Background: an optimization exercise with open tools, aiming at small area, a short achievable clock period and few clock cycles per item. Do not read the settings as production practice.
Where RTL was checked, it was by simulation tests only, not by an equivalence proof against the original.
The clock port is modelled as an ideal driver, which makes a skipped or thinned clock tree look cheaper than it is; a real chip needs a root buffer or a tree.

## run P
// sqrt
module sqrt #(parameter width=64)
(
input                           clk,
input                           rst_n,
input                           start,
input   [width - 1'b1 : 0]      sqrt_data,
output  [width/2 - 1'b1 : 0]    sqrt_o,
output                          done
);
Size in the first run: roughly 140 flip-flops.
export LEC_CHECK = 0
export ABC_AREA = 1
export CAP_MARGIN = 20
export CORE_MARGIN = 2
export CORE_UTILIZATION = 40
export CTS_BUF_LIST = sky130_fd_sc_hd__clkbuf_8
export SLEW_MARGIN = 20
create_clock -name core_clock -period 30.0 [get_ports {clk}]
standard.sh (not shown) runs the stock make flow with config.mk's settings and CLKGATE_MAP_FILE= SYNTH_SCRIPT=/design/flow/synth_recipe.tcl, a recipe that flattens the netlist after the stock synthesis.
==> flow/flow/run.sh <==
#!/bin/bash
# The standard layout, with each port buffered by a small buf_1 cell instead
# of the cell buffer_ports picks by default (clkdlybuf4s50_1).
set -euo pipefail
export BUFFER_PORTS_ARGS="-buffer_cell sky130_fd_sc_hd__buf_1"
bash standard.sh > standard.log 2>&1
Testbench counts of run P, summed over its fixed seeds: cycles 40,378, ops 4,800.
--- input diff run P..run K ---
--- a/flow/design.v
+++ b/flow/design.v
@@ -327,29 +327,27 @@
         8'd251: {s8, r0} = {4'd15, 6'd26};
         8'd252: {s8, r0} = {4'd15, 6'd27};
         8'd253: {s8, r0} = {4'd15, 6'd28};
         8'd254: {s8, r0} = {4'd15, 6'd29};
         8'd255: {s8, r0} = {4'd15, 6'd30};
         default: {s8, r0} = 10'd0;
     endcase
 end
 wire [29:0] q0   = root[29:0];
 wire        neg0 = rem[31];
 wire [32:0] r1;
-wire [29:0] qx0  = q0 ^ {30{~neg0}};
-bk_add #(.W(33)) u_add1 (.a({rem[30:0], grp[3:2]}), .b({~neg0, qx0, 2'b11}), .s(r1));
+bk_add #(.W(33)) u_add1 (.a({rem[30:0], grp[3:2]}), .b({~neg0, q0 ^ {30{~neg0}}, 2'b11}), .s(r1));
 wire        neg1 = r1[32];
 wire [30:0] q1   = {q0, ~neg1};
 wire [33:0] r2;
-wire        t1   = neg0 ^ neg1;
-bk_add #(.W(34)) u_add2 (.a({r1[31:0], grp[1:0]}), .b({~neg1, qx0 ^ {30{t1}}, 3'b011}), .s(r2));
+bk_add #(.W(34)) u_add2 (.a({r1[31:0], grp[1:0]}), .b({~neg1, q1 ^ {31{~neg1}}, 2'b11}), .s(r2));
 wire        neg2 = r2[33];
 wire idle_nx = accept ? 1'b0 : (idle | last);
 always @(posedge clk or negedge rst_n) begin
     if (!rst_n) begin
         idle   <= 1'b1;
         busy_o <= 1'b0;
     end else begin
         idle   <= idle_nx;
         busy_o <= ~idle_nx;
     end
 end
==> comparison <==
Compared run P against run K; final period utilization within noise. ~same cell area in run K and run P. In run K relative to run P, synthesized instance count had gone up slightly. Taking run P as the reference point, the maximum frequency of run K falls by about 0.55%.
Testbench counts of run K, summed over its fixed seeds: cycles 40,378, ops 4,800.

* * *

## the baseline
sqrt, a different RTL version from the one above (not shown whole).
Size in the first run: ~1,000 cells after synthesis, about 140 flip-flops, about 9600 sq um of cells after synthesis.
// sqrt
module sqrt #(parameter width=64)
(
input                           clk,
input                           rst_n,
input                           start,
input   [width - 1'b1 : 0]      sqrt_data,
output  [width/2 - 1'b1 : 0]    sqrt_o,
output                          done
);
Settings: LEC_CHECK=0, ABC_AREA=1, CAP_MARGIN=20, CORE_MARGIN=2, CORE_UTILIZATION=40, SLEW_MARGIN=20; clock period 30.0 ns.
==> flow/flow/run.sh <==
#!/bin/bash
# The standard layout, except for two steps:
#  - each port is buffered by a small buf_1 cell instead of the cell that
#    buffer_ports picks by default (clkdlybuf4s50_1);
#  - the clock tree is built by flow/my_cts.tcl instead of TritonCTS: the
#    clock port drives 4 clkbuf_8 cells, each at the centre of a quarter of
#    the flip-flops, and each of them drives 2 clkbuf_16 leaf buffers at the
#    centres of smaller clusters.
# Each step's output goes to a log file of its own in this folder.
set -euo pipefail
export BUFFER_PORTS_ARGS="-buffer_cell sky130_fd_sc_hd__buf_1"
RES=orfs/results/${FLOW_PLATFORM}/sqrt/base
bash standard.sh place > standard_place.log 2>&1
RES=$RES CTS_NSUB=2 CTS_L1=sky130_fd_sc_hd__clkbuf_8 CTS_BUF=sky130_fd_sc_hd__clkbuf_16 \
  LIB=$(ls ${FLOW_HOME}/platforms/${FLOW_PLATFORM}/lib/sky130_fd_sc_hd__tt_025C_1v80.lib) \
  PLATFORM_DIR=${FLOW_HOME}/platforms/${FLOW_PLATFORM} \
  openroad -no_init -exit flow/my_cts.tcl > my_cts.log 2>&1
cp $RES/4_1_cts.odb $RES/4_cts.odb
touch $RES/4_cts.sdc
bash standard.sh > standard_finish.log 2>&1
Other scripts of this flow, unchanged in this note and not shown: flow/flow/my_cts.tcl
Testbench counts of the baseline, summed over its fixed seeds: cycles 40,378, ops 4,800.
The following lists how the candidate was set up differently from the baseline:
-- flow/design.v --
<<< the baseline, line 54
endgenerate
wire [3:0] lead = lv3[1] ? {1'b1, lp3[1]} : {1'b0, lp3[0]};
wire [3:0] lead1 = {lead[3:1], lead[0] | (lead[3:1] == 3'd0)};
wire [3:0] c    = first ? lead1 : n;
wire       last = (c[3:1] == 3'd0);
wire [3:0] bo [0:3];
generate
>>> the candidate, line 54
endgenerate
wire [3:0] lead = lv3[1] ? {1'b1, lp3[1]} : {1'b0, lp3[0]};
wire [3:0] lead2 = (lead[3:1] == 3'd0) ? 4'd2 : lead;
wire [3:0] c    = first ? lead2 : n;
wire       last = first ? (lead <= 4'd2) : (c[3:1] == 3'd0);
wire [3:0] bo [0:3];
generate
<<< the baseline, line 68
wire [1:0] c1 = c[1:0] - 2'd1;
wire [1:0] c2 = c[1:0] - 2'd2;
wire [3:0] ghi  = bo[c0];
wire [3:0] glo  = bo[c1];
wire [3:0] gpre = bo[c2];
wire [7:0] v8 = {ghi, glo};
reg  [3:0] s8;
>>> the candidate, line 68
wire [1:0] c1 = c[1:0] - 2'd1;
wire [1:0] c2 = c[1:0] - 2'd2;
wire [1:0] c3 = c[1:0] - 2'd3;
wire [3:0] ghi  = bo[c0];
wire [3:0] glo  = bo[c1];
wire [3:0] g3   = bo[c2];
wire [3:0] gpre = first ? bo[c3] : bo[c2];
wire [7:0] v8 = {ghi, glo};
reg  [3:0] s8;
<<< the baseline, line 335
    endcase
end
wire [29:0] q0   = root[29:0];
wire        neg0 = rem[31];
>>> the candidate, line 337
    endcase
end
wire       fn0  = r0[5];
wire [8:0] f1   = {r0[5], r0, g3[3:2]} + {~fn0, ~fn0, fn0 ? {1'b0, s8} : ~{1'b0, s8}, 2'b11};
wire       fn1  = f1[8];
wire [4:0] fq1  = {s8, ~fn1};
wire [8:0] f2   = {f1[6:0], g3[1:0]} + {~fn1, fn1 ? {1'b0, fq1} : ~{1'b0, fq1}, 2'b11};
wire       fn2  = f2[8];
wire [5:0] fq2  = {fq1, ~fn2};
wire [29:0] q0   = root[29:0];
wire        neg0 = rem[31];
<<< the baseline, line 360
    if (idle)
        x <= sqrt_data;
    n   <= c - 1'b1;
    grp <= gpre;
    rem <= first ? {{26{r0[5]}}, r0} : r2[31:0];
    neg_b <= first ? r0[5] : r2[33];
    neg_c <= first ? r0[5] : r2[32];
    if (busy)
        root <= first ? {28'd0, s8} : {q1, ~neg2};
end
endmodule
>>> the candidate, line 369
    if (idle)
        x <= sqrt_data;
    n   <= first ? c - 2'd2 : c - 1'b1;
    grp <= gpre;
    rem <= first ? {{23{f2[8]}}, f2} : r2[31:0];
    neg_b <= first ? f2[8] : r2[33];
    neg_c <= first ? f2[8] : r2[32];
    if (busy)
        root <= first ? {26'd0, fq2} : {q1, ~neg2};
end
endmodule
## What came out
Area growth from synthesis to final layout, the candidate and the baseline, lower one = the candidate.
Changes observed in the candidate relative to the baseline: core region area saw an increase; portion of the clock cycle consumed by the worst path in the final layout shows an increase of 6.1 points; number of global-route vias before repair climbed 8.4%; distinct cell type count of the synthesized netlist has increased.
Number of antenna violations at the first check in global routing for the candidate is higher than for the baseline.
Route | the candidate vs the baseline | wire longer in the candidate
No functional check of the RTL was part of the candidate. No run of this note takes its clock network from TritonCTS; it comes from the design's own scripts or RTL.

* * *

The RTL this note starts from:
==> flow/design.v <==
module sqrt #(parameter width=64)
(
input                           clk,
input                           rst_n,
input                           start,
input   [width - 1'b1 : 0]      sqrt_data,
output  [width/2 - 1'b1 : 0]    sqrt_o,
output                          done
);
reg                 busy;        
reg                 done_r;      
reg                 first;       
reg  [63:0]         x;           
reg  [3:0]          idx;         
reg  [3:0]          grp;         
reg  [30:0]         rem;         
reg  [31:0]         root;        
wire idle   = ~busy;
wire accept = start & idle;
assign done   = done_r;
assign sqrt_o = root;
wire [15:0] nz;
genvar gi;
generate
    for (gi = 0; gi < 16; gi = gi + 1) begin : g_nz
        assign nz[gi] = |x[gi*4 +: 4];
    end
endgenerate
wire [7:0] lv1;
wire [7:0] lp1;
generate
    for (gi = 0; gi < 8; gi = gi + 1) begin : g_l1
        assign lv1[gi] = nz[2*gi+1] | nz[2*gi];
        assign lp1[gi] = nz[2*gi+1];
    end
endgenerate
wire [3:0] lv2;
wire [1:0] lp2 [0:3];
generate
    for (gi = 0; gi < 4; gi = gi + 1) begin : g_l2
        assign lv2[gi] = lv1[2*gi+1] | lv1[2*gi];
        assign lp2[gi] = lv1[2*gi+1] ? {1'b1, lp1[2*gi+1]} : {1'b0, lp1[2*gi]};
    end
endgenerate
wire [1:0] lv3;
wire [2:0] lp3 [0:1];
generate
    for (gi = 0; gi < 2; gi = gi + 1) begin : g_l3
        assign lv3[gi] = lv2[2*gi+1] | lv2[2*gi];
        assign lp3[gi] = lv2[2*gi+1] ? {1'b1, lp2[2*gi+1]} : {1'b0, lp2[2*gi]};
    end
endgenerate
wire [3:0] lead = lv3[1] ? {1'b1, lp3[1]} : {1'b0, lp3[0]};
wire [3:0] cur  = first ? lead : idx;
wire [3:0] nidx = cur - 1'b1;
wire       last = (cur == 4'd0);
wire [2:0] esel = cur[3:1];
wire [2:0] osel = cur[0] ? cur[3:1] : cur[3:1] - 1'b1;
wire [31:0] xe, xo;
generate
    for (gi = 0; gi < 8; gi = gi + 1) begin : g_bank
        assign xe[gi*4 +: 4] = x[(2*gi)*4 +: 4];
        assign xo[gi*4 +: 4] = x[(2*gi+1)*4 +: 4];
    end
endgenerate
wire [3:0] ge = xe[esel*4 +: 4];
wire [3:0] go = xo[osel*4 +: 4];
wire [3:0] gcur = cur[0] ? go : ge;
wire [3:0] gnxt = cur[0] ? ge : go;
wire [3:0] g0 = gcur;
wire [1:0] s0 = (g0 >= 4'd9) ? 2'd3 : (g0 >= 4'd4) ? 2'd2 : (g0 != 4'd0) ? 2'd1 : 2'd0;
wire [2:0] r0 = g0 - s0 * s0;
wire [29:0] q0 = root[29:0];
wire [32:0] rp1 = {rem, grp[3:2]};
wire [33:0] d1  = {1'b0, rp1} - {2'b00, q0, 2'b01};
wire        b1  = d1[33];
wire [31:0] rem1 = b1 ? rp1[31:0] : d1[31:0];
wire [30:0] q1   = {q0, ~b1};
wire [33:0] rp2 = {rem1, grp[1:0]};
wire [34:0] d2  = {1'b0, rp2} - {2'b00, q1, 2'b01};
wire        b2  = d2[34];
wire [30:0] rem2 = b2 ? rp2[30:0] : d2[30:0];
wire idle_nx = accept ? 1'b0 : (idle | last);
always @(posedge clk or negedge rst_n) begin
    if (!rst_n) begin
        busy   <= 1'b0;
        done_r <= 1'b1;
    end else begin
        busy   <= ~idle_nx;
        done_r <= idle_nx;
    end
end
always @(posedge clk) begin
    first <= idle;
    if (idle)
        x <= sqrt_data;
    idx <= nidx;
    grp <= gnxt;
    rem <= first ? {28'd0, r0} : rem2;
    if (busy)
        root <= first ? {30'd0, s0} : {q1, ~b2};
end
endmodule
clock: 30.0 ns
lec_check: 0
cap_margin: 20
core_margin: 2
core_utilization: 40
slew_margin: 20
==> flow/flow/run.sh <==
#!/bin/bash
# The standard layout, with each port buffered by a small buf_1 cell instead
# of the cell buffer_ports picks by default (clkdlybuf4s50_1).
set -euo pipefail
export BUFFER_PORTS_ARGS="-buffer_cell sky130_fd_sc_hd__buf_1"
bash standard.sh > standard.log 2>&1
The baseline passed the timing, design-rule and antenna checks.
Next try:
==> flow/design.v (replaced) <==
module sqrt #(parameter width=64)
(
input                           clk,
input                           rst_n,
input                           start,
input   [width - 1'b1 : 0]      sqrt_data,
output  [width/2 - 1'b1 : 0]    sqrt_o,
output                          done
);
reg                 busy;        
reg                 done_r;      
reg                 first;       
reg  [63:0]         x;           
reg  [3:0]          idx;         
reg  [30:0]         rem;         
reg  [31:0]         root;        
wire idle   = ~busy;
wire accept = start & idle;
wire last   = (idx == 4'd0);
assign done   = done_r;
assign sqrt_o = root;
wire [15:0] nz;
genvar gi;
generate
    for (gi = 0; gi < 16; gi = gi + 1) begin : g_nz
        assign nz[gi] = |sqrt_data[gi*4 +: 4];
    end
endgenerate
wire [7:0] lv1;
wire [7:0] lp1;
generate
    for (gi = 0; gi < 8; gi = gi + 1) begin : g_l1
        assign lv1[gi] = nz[2*gi+1] | nz[2*gi];
        assign lp1[gi] = nz[2*gi+1];
    end
endgenerate
wire [3:0] lv2;
wire [1:0] lp2 [0:3];
generate
    for (gi = 0; gi < 4; gi = gi + 1) begin : g_l2
        assign lv2[gi] = lv1[2*gi+1] | lv1[2*gi];
        assign lp2[gi] = lv1[2*gi+1] ? {1'b1, lp1[2*gi+1]} : {1'b0, lp1[2*gi]};
    end
endgenerate
wire [1:0] lv3;
wire [2:0] lp3 [0:1];
generate
    for (gi = 0; gi < 2; gi = gi + 1) begin : g_l3
        assign lv3[gi] = lv2[2*gi+1] | lv2[2*gi];
        assign lp3[gi] = lv2[2*gi+1] ? {1'b1, lp2[2*gi+1]} : {1'b0, lp2[2*gi]};
    end
endgenerate
wire [3:0] lead = lv3[1] ? {1'b1, lp3[1]} : {1'b0, lp3[0]};
wire [3:0] grp = x[idx*4 +: 4];
wire [29:0] q0 = first ? 30'd0 : root[29:0];
wire [32:0] rp1 = {rem, grp[3:2]};
wire [33:0] d1  = {1'b0, rp1} - {2'b00, q0, 2'b01};
wire        b1  = d1[33];
wire [31:0] rem1 = b1 ? rp1[31:0] : d1[31:0];
wire [30:0] q1   = {q0, ~b1};
wire [33:0] rp2 = {rem1, grp[1:0]};
wire [34:0] d2  = {1'b0, rp2} - {2'b00, q1, 2'b01};
wire        b2  = d2[34];
wire [30:0] rem2 = b2 ? rp2[30:0] : d2[30:0];
wire idle_nx = accept ? 1'b0 : (idle | last);
always @(posedge clk or negedge rst_n) begin
    if (!rst_n) begin
        busy   <= 1'b0;
        done_r <= 1'b1;
    end else begin
        busy   <= ~idle_nx;
        done_r <= idle_nx;
    end
end
always @(posedge clk) begin
    first <= idle;
    if (idle) begin
        x    <= sqrt_data;
        idx  <= lead;
        rem  <= 31'd0;
    end else begin
        idx  <= idx - 1'b1;
        rem  <= rem2;
        root <= {q1, ~b2};
    end
end
endmodule
Design area drops by 6.7%.
Worst setup slack gets worse by 830 ps.
Routed wire length drops by 4.4%.
Sequential cell count drops by 4.
Via count drops by 11%.
Hold slack gets better by 18 ps.
Non-clock buffer count drops by 4.
No run of this note included a check of the RTL's function; only the layout flow was run.

* * *

old:
sqrt, a different RTL version from the one above (not shown whole).
==> flow/config.mk <==
export PLATFORM = sky130hd
export DESIGN_NAME = sqrt
export DESIGN_NICKNAME = sqrt
export VERILOG_FILES = /design/flow/design.v
export SDC_FILE = /design/flow/constraint.sdc
export NUM_CORES = 4
export LEC_CHECK = 0
export ABC_AREA = 1
export CAP_MARGIN = 20
export CORE_MARGIN = 2
export CORE_UTILIZATION = 40
export SLEW_MARGIN = 20
==> flow/constraint.sdc <==
create_clock -name core_clock -period 30.0 [get_ports {clk}]
set_input_delay 6.0000 -clock core_clock [delete_from_list [all_inputs] [get_ports {clk}]]
set_output_delay 6.0000 -clock core_clock [all_outputs]
set_load 0.01 [all_outputs]
==> flow/flow/run.sh <==
#!/bin/bash
# The standard layout, except for two steps:
#  - each port is buffered by a small buf_1 cell instead of the cell that
#    buffer_ports picks by default (clkdlybuf4s50_1);
#  - the clock tree is built by flow/my_cts.tcl instead of TritonCTS: the
#    clock port drives 4 clkbuf_8 cells, each at the centre of a quarter of
#    the flip-flops, and each of them drives 2 clkbuf_16 leaf buffers at the
#    centres of smaller clusters.
# Each step's output goes to a log file of its own in this folder.
set -euo pipefail
export BUFFER_PORTS_ARGS="-buffer_cell sky130_fd_sc_hd__buf_1"
RES=orfs/results/${FLOW_PLATFORM}/sqrt/base
bash standard.sh place > standard_place.log 2>&1
RES=$RES CTS_NSUB=2 CTS_L1=sky130_fd_sc_hd__clkbuf_8 CTS_BUF=sky130_fd_sc_hd__clkbuf_16 \
  LIB=$(ls ${FLOW_HOME}/platforms/${FLOW_PLATFORM}/lib/sky130_fd_sc_hd__tt_025C_1v80.lib) \
  PLATFORM_DIR=${FLOW_HOME}/platforms/${FLOW_PLATFORM} \
  openroad -no_init -exit flow/my_cts.tcl > my_cts.log 2>&1
cp $RES/4_1_cts.odb $RES/4_cts.odb
touch $RES/4_cts.sdc
bash standard.sh > standard_finish.log 2>&1
Other scripts of this flow, unchanged in this note and not shown: flow/flow/my_cts.tcl
Both conditions hold for old: the flow ran to the end and the final layout passed the timing, design-rule and antenna checks.
diff inputs: old => new
--- a/flow/design.v
+++ b/flow/design.v
@@ -10,17 +10,16 @@
 reg                 idle;        
 reg                 busy_o;      
 reg                 first;       
 reg  [63:0]         x;           
 reg  [3:0]          n;           
 reg  [3:0]          grp;         
 reg  [31:0]         rem;         
 reg                 neg_b;       
-reg                 neg_c;
 reg  [31:0]         root;        
 wire busy   = ~idle;
 wire accept = start & idle;
 assign done   = ~busy_o;
 assign sqrt_o = root;
 wire [15:0] nz;
 genvar gi;
 generate
@@ -332,25 +331,23 @@
         8'd254: {s8, r0} = {4'd15, 6'd29};
         8'd255: {s8, r0} = {4'd15, 6'd30};
         default: {s8, r0} = 10'd0;
     endcase
 end
 wire [29:0] q0   = root[29:0];
 wire        neg0 = rem[31];
 wire [32:0] r1;
-wire [29:0] qx0  = q0 ^ {{10{~neg_c}}, {10{~neg_b}}, {10{~neg0}}};
+wire [29:0] qx0  = q0 ^ {{15{~neg_b}}, {15{~neg0}}};
 bk_add #(.W(33)) u_add1 (.a({rem[30:0], grp[3:2]}), .b({~neg0, qx0, 2'b11}), .s(r1));
 wire        neg1 = r1[32];
 wire [30:0] q1   = {q0, ~neg1};
 wire [33:0] r2;
-wire        t1a  = neg0  ^ neg1;
-wire        t1b  = neg_b ^ neg1;
-wire        t1c  = neg_c ^ neg1;
-bk_add #(.W(34)) u_add2 (.a({r1[31:0], grp[1:0]}), .b({~neg1, qx0 ^ {{10{t1c}}, {10{t1b}}, {10{t1a}}}, 3'b011}), .s(r2));
+wire        t1   = neg0 ^ neg1;
+bk_add #(.W(34)) u_add2 (.a({r1[31:0], grp[1:0]}), .b({~neg1, qx0 ^ {30{t1}}, 3'b011}), .s(r2));
 wire        neg2 = r2[33];
 wire idle_nx = accept ? 1'b0 : (idle | last);
 always @(posedge clk or negedge rst_n) begin
     if (!rst_n) begin
         idle   <= 1'b1;
         busy_o <= 1'b0;
     end else begin
         idle   <= idle_nx;
@@ -360,17 +357,16 @@
 always @(posedge clk) begin
     first <= idle;
     if (idle)
         x <= sqrt_data;
     n   <= c - 1'b1;
     grp <= gpre;
     rem <= first ? {{26{r0[5]}}, r0} : r2[31:0];
     neg_b <= first ? r0[5] : r2[33];
-    neg_c <= first ? r0[5] : r2[32];
     if (busy)
         root <= first ? {28'd0, s8} : {q1, ~neg2};
 end
 endmodule
 module bk_add #(parameter W=33)
 (
 input   [W-1:0] a,
 input   [W-1:0] b,
==> notes.md <==
new vs old on area overhead of the layout relative to synthesis: new is the lower one.
Summary of new over old: final routed wirelength across all metal layers higher, final design instance area without fill higher.
No functional check of the RTL was part of any run of this note. In every run of this note, the design's own scripts or RTL, not TritonCTS, make the clock network.

## static timing again, ports no longer ideal
The results above use ideal ports. As a check the final layouts listed here were re-extracted and re-timed, cells and wires unchanged. Step 1 (the two cells are an assumption about what drives the block):
set clk [get_ports {clk}]
set_driving_cell -lib_cell sky130_fd_sc_hd__clkbuf_16 $clk
set_driving_cell -lib_cell sky130_fd_sc_hd__buf_2 [delete_from_list [all_inputs] $clk]
Step 2, shift: input delay + t, output delay - t, t = (earliest + latest rising clock arrival at the registers) / 2. This alone moves slack from input paths to output paths. Slacks: ideal / step 1 / step 2; pairs: ideal / step 1.
| run | shift t [ns] | setup slack, ns | worst register clock-pin slew, ns | pins driven straight from the clock port |
|---|---|---|---|---|
| run P | 0.493 | 22.923 / 22.884 / 23.210 | 0.11 / 0.11 | 1 |
| run K | 0.481 | 22.884 / 22.844 / 23.182 | 0.10 / 0.10 | 1 |
| the baseline | 0.372 | 23.007 / 22.925 / 23.113 | 0.09 / 0.09 | 4 |
| the candidate | 0.381 | 21.169 / 21.169 / 21.169 | 0.09 / 0.09 | 4 |
| the first run of note 3 | 0.478 | 22.896 / 22.853 / 23.227 | 0.08 / 0.08 | 1 |
| the second run of note 3 | 0.472 | 22.066 / 22.066 / 22.066 | 0.07 / 0.07 | 1 |
| old | 0.372 | 22.554 / 22.554 / 22.554 | 0.09 / 0.09 | 4 |
| new | 0.382 | 23.013 / 22.924 / 23.144 | 0.09 / 0.09 | 4 |
After both steps every run listed still meets setup and hold.
